Background: an optimization exercise with open tools, aiming at small area. Do not read the settings as production practice. The RTL was checked by simulation tests, not by an equivalence proof against the original design. Power figures rest on the tool's default switching activity, not on a simulated workload.

// watch_project
module watch_project (clk, reset, set_outside, set_inside, display_sec, display_sec10,
                      display_min, display_min10, display_hour, display_hour10, state);
For scale: ~390 cells after synthesis, ~99 flip-flops, about 52 I/O pins, roughly 4400 µm² of cells after synthesis.
Settings: LEC_CHECK=0, CAP_MARGIN=20, CORE_MARGIN=2, CORE_UTILIZATION=40, SLEW_MARGIN=20; clock period 20.0 ns.
standard.sh (not shown) runs the stock make flow with config.mk's settings and CLKGATE_MAP_FILE= SYNTH_SCRIPT=/design/flow/synth_recipe.tcl, a recipe that flattens the netlist after the stock synthesis.
==> flow/flow/run.sh <==
#!/bin/bash
# Own layout flow: the standard ORFS flow (standard.sh) with
#  - an area-oriented ABC script for the synthesis's logic mapping
#    (registers are mapped before ABC, so they are the standard synthesis's)
#  - port buffers of the smallest buffer cell
#  - clock tree of clkbuf_8 without dummy loads
set -euo pipefail
W=$(pwd)
rm -rf "$W/myscripts"
cp -r "$FLOW_HOME/scripts" "$W/myscripts"
cp "$W/flow/abc_area.script" "$W/myscripts/abc_area.script"
export BUFFER_PORTS_ARGS="-buffer_cell sky130_fd_sc_hd__buf_1"
export CTS_ARGS="-sink_clustering_enable -repair_clock_nets -dont_use_dummy_load -buf_list sky130_fd_sc_hd__clkbuf_8 -sink_clustering_size 40 -sink_buffer_max_cap_derate 1.0"
bash "$W/standard.sh" SCRIPTS_DIR="$W/myscripts" ABC_AREA=1 finish > "$W/flow_make.log" 2>&1
==> flow/flow/abc_area.script <==
strash
&get -n
&deepsyn -T 60
&put
dch -f
amap -m
topo
The baseline went through all stages and came out clean.
Then changed:
--- a/flow/flow/run.sh
+++ b/flow/flow/run.sh
@@ -12,3 +12,3 @@
 export BUFFER_PORTS_ARGS="-buffer_cell sky130_fd_sc_hd__buf_1"
-export CTS_ARGS="-sink_clustering_enable -repair_clock_nets -dont_use_dummy_load -buf_list sky130_fd_sc_hd__clkbuf_8 -sink_clustering_size 40 -sink_buffer_max_cap_derate 1.0"
+export CTS_ARGS="-sink_clustering_enable -repair_clock_nets -dont_use_dummy_load -buf_list sky130_fd_sc_hd__clkbuf_8"
 bash "$W/standard.sh" SCRIPTS_DIR="$W/myscripts" ABC_AREA=1 finish > "$W/flow_make.log" 2>&1
- The changed run finished clean
- wire length does not change
- synthesized area is unchanged
- final area stays the same
- count of clock-buffer cells in the layout does not change

---

The RTL this note starts from:
==> flow/design.v <==
module watch_project (clk, reset, set_outside, set_inside, display_sec, display_sec10,
                      display_min, display_min10, display_hour, display_hour10, state);
	input clk, reset, set_outside, set_inside;
	output [6:0] display_sec, display_sec10, display_min, display_min10, display_hour, display_hour10;
	output [5:0] state;
	parameter [8:0] CA0 = 9'd111;	 
	parameter [9:0] PA0 = 10'd24;	 
	parameter [3:0] SA0 = 4'd6;	 
	localparam [3:0] U0 = 4'd6;	 
	localparam [2:0] T0 = 3'd2;	 
	localparam [1:0] H0 = 2'd1;	 
	function [6:0] segu;		 
		input [3:0] d;
		segu = {(~d[3] & d[0]) | (~d[2] & d[1] & ~d[0]),
			(~d[2] & d[1] & d[0]) | (d[2] & ~d[1] & ~d[0]),
			(~d[2] & ~d[1] & ~d[0]),
			~((d[3] & d[1] & d[0]) | (~d[2] & ~d[1]) | (d[2] & ~d[0])),
			(~d[2] & d[1]) | d[0],
			~((d[3] & d[1]) | (d[2] & ~d[0])),
			~d[3] | (d[2] & ~d[1] & d[0])};
	endfunction
	function [6:0] segt;		 
		input [2:0] d;
		segt = {(~d[2] & d[0]) | (d[2] & d[1] & ~d[0]),
			(d[2] & d[1] & d[0]),
			(~d[1] & ~d[0]),
			(~d[2] & d[0]) | (d[2] & d[1] & ~d[0]),
			(d[2] & d[1]) | d[0],
			(~d[2] & d[0]) | ~d[1],
			~d[2]};
	endfunction
	function [6:0] segh;		 
		input [1:0] d;
		segh = {~d[0], 1'b0, d[1] & d[0], ~d[0], ~d[0], d[1], ~(d[1] & d[0])};
	endfunction
	wire b0 = set_outside, b1 = set_inside;
	reg [8:0] ca;
	reg q4, q2, q1, q0;	 
	assign state = {1'b0, q4, 1'b0, q2, q1, q0};
	wire samp;
	wire [8:0] ca_i;
	assign {samp, ca_i} = ca + 1'b1;
	always @(posedge clk or posedge reset) begin
		if (reset) begin
			ca <= CA0;
			{q4, q2, q1, q0} <= 4'b0001;
		end else begin
			ca <= ca_i | (samp ? CA0 : 9'd0);
			if (samp)
				case ({q4, q2, q1, q0})
					4'b0001: if (!b0) {q4, q2, q1, q0} <= 4'b0100; else if (!b1) {q4, q2, q1, q0} <= 4'b1000;
					4'b0100: if (!b0) {q4, q2, q1, q0} <= 4'b0001; else if (!b1) {q4, q2, q1, q0} <= 4'b0110;
					4'b0110: if (!b1) {q4, q2, q1, q0} <= 4'b0101;
					4'b0101: if (!b1) {q4, q2, q1, q0} <= 4'b0100;
					4'b1000: if (!b0) {q4, q2, q1, q0} <= 4'b1010; else if (!b1) {q4, q2, q1, q0} <= 4'b0001;
					4'b1010: if (!b0) {q4, q2, q1, q0} <= 4'b1001;
					4'b1001: if (!b0) {q4, q2, q1, q0} <= 4'b1000; else if (!b1) {q4, q2, q1, q0} <= 4'b0001;
					default: {q4, q2, q1, q0} <= 4'b0001;
				endcase
		end
	end
	wire sw = q4;			 
	wire set = q2;			 
	wire run = q4 & q1;		 
	wire st5 = q2 & q0;		 
	wire st6 = q2 & q1;		 
	wire add_min = st5 & !b0;
	wire add_hour = st6 & !b0;
	reg cs;
	reg [9:0] as;			 
	reg [3:0] su; reg [2:0] st;	 
	reg [3:0] sa;			 
	reg [3:0] ssu; reg [2:0] sst;	 
	reg [3:0] dsu; reg [2:0] dst;	 
	wire s_first = sw & !cs;	 
	wire s_blank = cs & !sw & set;	 
	wire [9:0] as_i; wire s_tick;
	assign {s_tick, as_i} = as + (!set & !s_first);
	wire [3:0] su_i; wire su_c;
	assign {su_c, su_i} = su + s_tick;
	wire [2:0] st_i; wire st_c;
	assign {st_c, st_i} = st + su_c;
	wire [3:0] su_n = su_i | (su_c ? U0 : 4'd0);
	wire [2:0] st_n = st_i | (st_c ? T0 : 3'd0);
	wire s59 = &{st, su};
	wire [3:0] sa_i; wire sa_c;
	assign {sa_c, sa_i} = sa + run;
	wire [3:0] ssu_i; wire ssu_c;
	assign {ssu_c, ssu_i} = ssu + sa_c;
	wire [2:0] sst_i; wire sst_c;
	assign {sst_c, sst_i} = sst + ssu_c;
	wire [3:0] ssu_n = ssu_i | (ssu_c ? U0 : 4'd0);
	wire [2:0] sst_n = sst_i | (sst_c ? T0 : 3'd0);
	wire ss59 = &{sst, ssu};
	always @(posedge clk or posedge reset) begin
		if (reset) begin
			cs <= 0; as <= PA0; su <= U0; st <= T0; sa <= SA0; ssu <= U0; sst <= T0; dsu <= U0; dst <= T0;
		end else begin
			as <= as_i | (s_tick ? PA0 : 10'd0);
			su <= su_n; st <= st_n;
			sa <= sa_i | (sa_c ? SA0 : 4'd0);
			ssu <= ssu_n; sst <= sst_n;
			if (s_first) begin
				cs <= 1'b1;
				dsu <= ssu; dst <= sst;
			end else if (s_blank) begin
				cs <= 1'b0;
				dsu <= U0; dst <= T0;
			end else if (sa_c) begin
				dsu <= ssu_n; dst <= sst_n;
			end else if (s_tick & !sw) begin
				dsu <= su_n; dst <= st_n;
			end
		end
	end
	wire en_min = s59 & !set;	 
	reg cm;
	reg [9:0] am;
	reg [3:0] mu; reg [2:0] mt;
	reg [3:0] smu; reg [2:0] smt;
	reg [3:0] dmu; reg [2:0] dmt;
	wire m_first = sw & !cm;
	wire m_blank = cm & !sw & !en_min;
	wire [9:0] am_i; wire m_tick;
	assign {m_tick, am_i} = am + (add_min | (en_min & !m_first));
	wire [3:0] mu_i; wire mu_c;
	assign {mu_c, mu_i} = mu + m_tick;
	wire [2:0] mt_i; wire mt_c;
	assign {mt_c, mt_i} = mt + mu_c;
	wire [3:0] mu_n = mu_i | (mu_c ? U0 : 4'd0);
	wire [2:0] mt_n = mt_i | (mt_c ? T0 : 3'd0);
	wire m59 = &{mt, mu};
	wire sm_step = ss59 & sa_c;
	wire [3:0] smu_i; wire smu_c;
	assign {smu_c, smu_i} = smu + sm_step;
	wire [2:0] smt_i; wire smt_c;
	assign {smt_c, smt_i} = smt + smu_c;
	wire [3:0] smu_n = smu_i | (smu_c ? U0 : 4'd0);
	wire [2:0] smt_n = smt_i | (smt_c ? T0 : 3'd0);
	always @(posedge clk or posedge reset) begin
		if (reset) begin
			cm <= 0; am <= PA0; mu <= U0; mt <= T0; smu <= U0; smt <= T0; dmu <= U0; dmt <= T0;
		end else begin
			am <= am_i | (m_tick ? PA0 : 10'd0);
			mu <= mu_n; mt <= mt_n;
			smu <= smu_n; smt <= smt_n;
			if (add_min) begin
				if (m_tick) begin
					cm <= 1'b0;
					dmu <= mu_n; dmt <= mt_n;
				end
			end else if (m_first) begin
				cm <= 1'b1;
				dmu <= smu; dmt <= smt;
			end else if (m_blank) begin
				cm <= 1'b0;
				dmu <= U0; dmt <= T0;
			end else if (sm_step) begin
				dmu <= smu_n; dmt <= smt_n;
			end else if (m_tick & !sw) begin
				cm <= 1'b0;
				dmu <= mu_n; dmt <= mt_n;
			end
		end
	end
	reg ch, zf;			 
	reg [9:0] ah;
	reg [3:0] hu; reg [1:0] ht;
	wire en_hour = m59 & en_min;	 
	wire h_first = sw & !ch;
	wire [9:0] ah_i; wire h_tick;
	assign {h_tick, ah_i} = ah + ((add_hour | en_hour) & !h_first);
	wire [3:0] hu_i; wire hu_c;
	assign {hu_c, hu_i} = hu + h_tick;
	wire h23 = (ht == 2'd3) & (hu == 4'd9);
	always @(posedge clk or posedge reset) begin
		if (reset) begin
			ch <= 0; zf <= 0; ah <= PA0; hu <= U0; ht <= H0;
		end else begin
			ah <= ah_i | (h_tick ? PA0 : 10'd0);
			if (h_tick & h23) begin
				hu <= U0; ht <= H0;
			end else begin
				hu <= hu_i | (hu_c ? U0 : 4'd0);
				ht <= ht + hu_c;
			end
			if (h_first) begin
				ch <= 1'b1;
				zf <= 1'b1;
			end else if (en_hour & run)
				zf <= 1'b1;
			else if (h_tick)
				zf <= 1'b0;
		end
	end
	assign display_sec = segu(dsu);
	assign display_sec10 = segt(dst);
	assign display_min = segu(dmu);
	assign display_min10 = segt(dmt);
	assign display_hour = segu(zf ? U0 : hu);
	assign display_hour10 = segh(zf ? H0 : ht);
endmodule
Settings: LEC_CHECK=0, CAP_MARGIN=20, CORE_MARGIN=2, CORE_UTILIZATION=40, SLEW_MARGIN=20; clock period 20.0 ns.
run.sh (not shown) runs the stock make flow with config.mk's settings and CLKGATE_MAP_FILE= SYNTH_SCRIPT=/design/flow/synth_recipe.tcl, a recipe that flattens the netlist after the stock synthesis.
Stock flow here: none of the scripts above is used.
Next try:
CTS_BUF_LIST = sky130_fd_sc_hd__clkbuf_8   (was default)
Effect: Via count falls by 0.41%. Cell area shrinks by 1.6%. Total power goes down by 11%. Register-to-register slack got worse by 0.03 ns. Clock skew is higher by 0.0050 ns. Area after synthesis stays the same. Fmax is about the same.
Next try:
==> flow/flow/run.sh (new file) <==
#!/bin/bash
# Own layout flow: the standard ORFS flow (standard.sh) with
#  - an area-oriented ABC script for the synthesis's logic mapping
#    (registers are mapped before ABC, so they are the standard synthesis's)
#  - port buffers of the smallest buffer cell
#  - clock tree of clkbuf_8 without dummy loads
set -euo pipefail
W=$(pwd)
rm -rf "$W/myscripts"
cp -r "$FLOW_HOME/scripts" "$W/myscripts"
cp "$W/flow/abc_area.script" "$W/myscripts/abc_area.script"
export BUFFER_PORTS_ARGS="-buffer_cell sky130_fd_sc_hd__buf_1"
export CTS_ARGS="-sink_clustering_enable -repair_clock_nets -dont_use_dummy_load -buf_list sky130_fd_sc_hd__clkbuf_8"
bash "$W/standard.sh" SCRIPTS_DIR="$W/myscripts" ABC_AREA=1 finish > "$W/flow_make.log" 2>&1
==> flow/flow/abc_area.script (new file) <==
strash
&get -n
&deepsyn -T 60
&put
dch -f
amap
topo
==> flow/standard.sh (new file) <==
#!/bin/bash
# synth_recipe.tcl (not shown) runs the flow's synth.tcl, then flattens the netlist and writes it again
# the make line also repeats each setting of config.mk as NAME=value (left out here)
make -C /OpenROAD-flow-scripts/flow DESIGN_CONFIG=/design/flow/config.mk WORK_HOME=/design/flow/orfs CLKGATE_MAP_FILE= SYNTH_SCRIPT=/design/flow/synth_recipe.tcl "${@:-finish}"
CTS_BUF_LIST = default   (was sky130_fd_sc_hd__clkbuf_8)
removed: flow/run.sh
Outcome: Clock-buffer cell count falls by 1; wire length decreases by about a fifth; area after synthesis came out lower by a little under a tenth.
Next try:
==> flow/run.sh (new file) <==
#!/bin/bash
# synth_recipe.tcl (not shown) runs the flow's synth.tcl, then flattens the netlist and writes it again
# the make line also repeats each setting of config.mk as NAME=value (left out here)
make -C /OpenROAD-flow-scripts/flow DESIGN_CONFIG=/design/flow/config.mk WORK_HOME=/design/flow/orfs CLKGATE_MAP_FILE= SYNTH_SCRIPT=/design/flow/synth_recipe.tcl finish
CTS_BUF_LIST = sky130_fd_sc_hd__clkbuf_4 sky130_fd_sc_hd__clkbuf_8   (was default)
removed: flow/flow/run.sh
removed: flow/flow/abc_area.script
removed: flow/standard.sh
The changed run finished with timing, DRC and antenna clean.
Non-clock buffer count stays the same.
Wire length climbs by about a fifth.
Setup slack gains 0.73 ns.

## what the ideal ports hide
How much do the figures lean on ideal ports? The routed layouts below were timed once more, with nothing changed but the port constraints.
Step 1: set_driving_cell puts a clkbuf_16 on clk and a buf_2 on each other input, an assumption about the parent block.
Step 2, shift: input delay + t, output delay - t, t = (earliest + latest rising clock arrival at the registers) / 2. This alone moves slack from input paths to output paths.
a / b / c = ideal / step 1 / step 2; a / b = the first two.
run | shift t [ns] | setup WS [ns] | worst hold slack (ns) | worst data-port slew with drivers (ns)
the first run of note 1 | 0.374 | 12.709 / 12.702 / 12.328 | 0.357 / 0.357 / 0.357 | 0.04
the second run of note 1 | 0.374 | 12.709 / 12.702 / 12.328 | 0.357 / 0.357 / 0.357 | 0.04
the first run of note 2 | 0.380 | 12.503 / 12.518 / 12.139 | 0.467 / 0.467 / 0.467 | 0.03
the second run of note 2 | 0.401 | 12.514 / 12.530 / 12.129 | 0.473 / 0.473 / 0.473 | 0.03
the third run of note 2 | 0.405 | 11.805 / 11.816 / 11.411 | 0.462 / 0.462 / 0.462 | 0.03
the fourth run of note 2 | 0.402 | 12.533 / 12.549 / 12.147 | 0.473 / 0.473 / 0.473 | 0.03
After both steps every run listed still meets setup and hold. The setup slack of the third run of note 2, which loses most, moves by +0.011 ns with the drivers and by -0.394 ns with both steps.
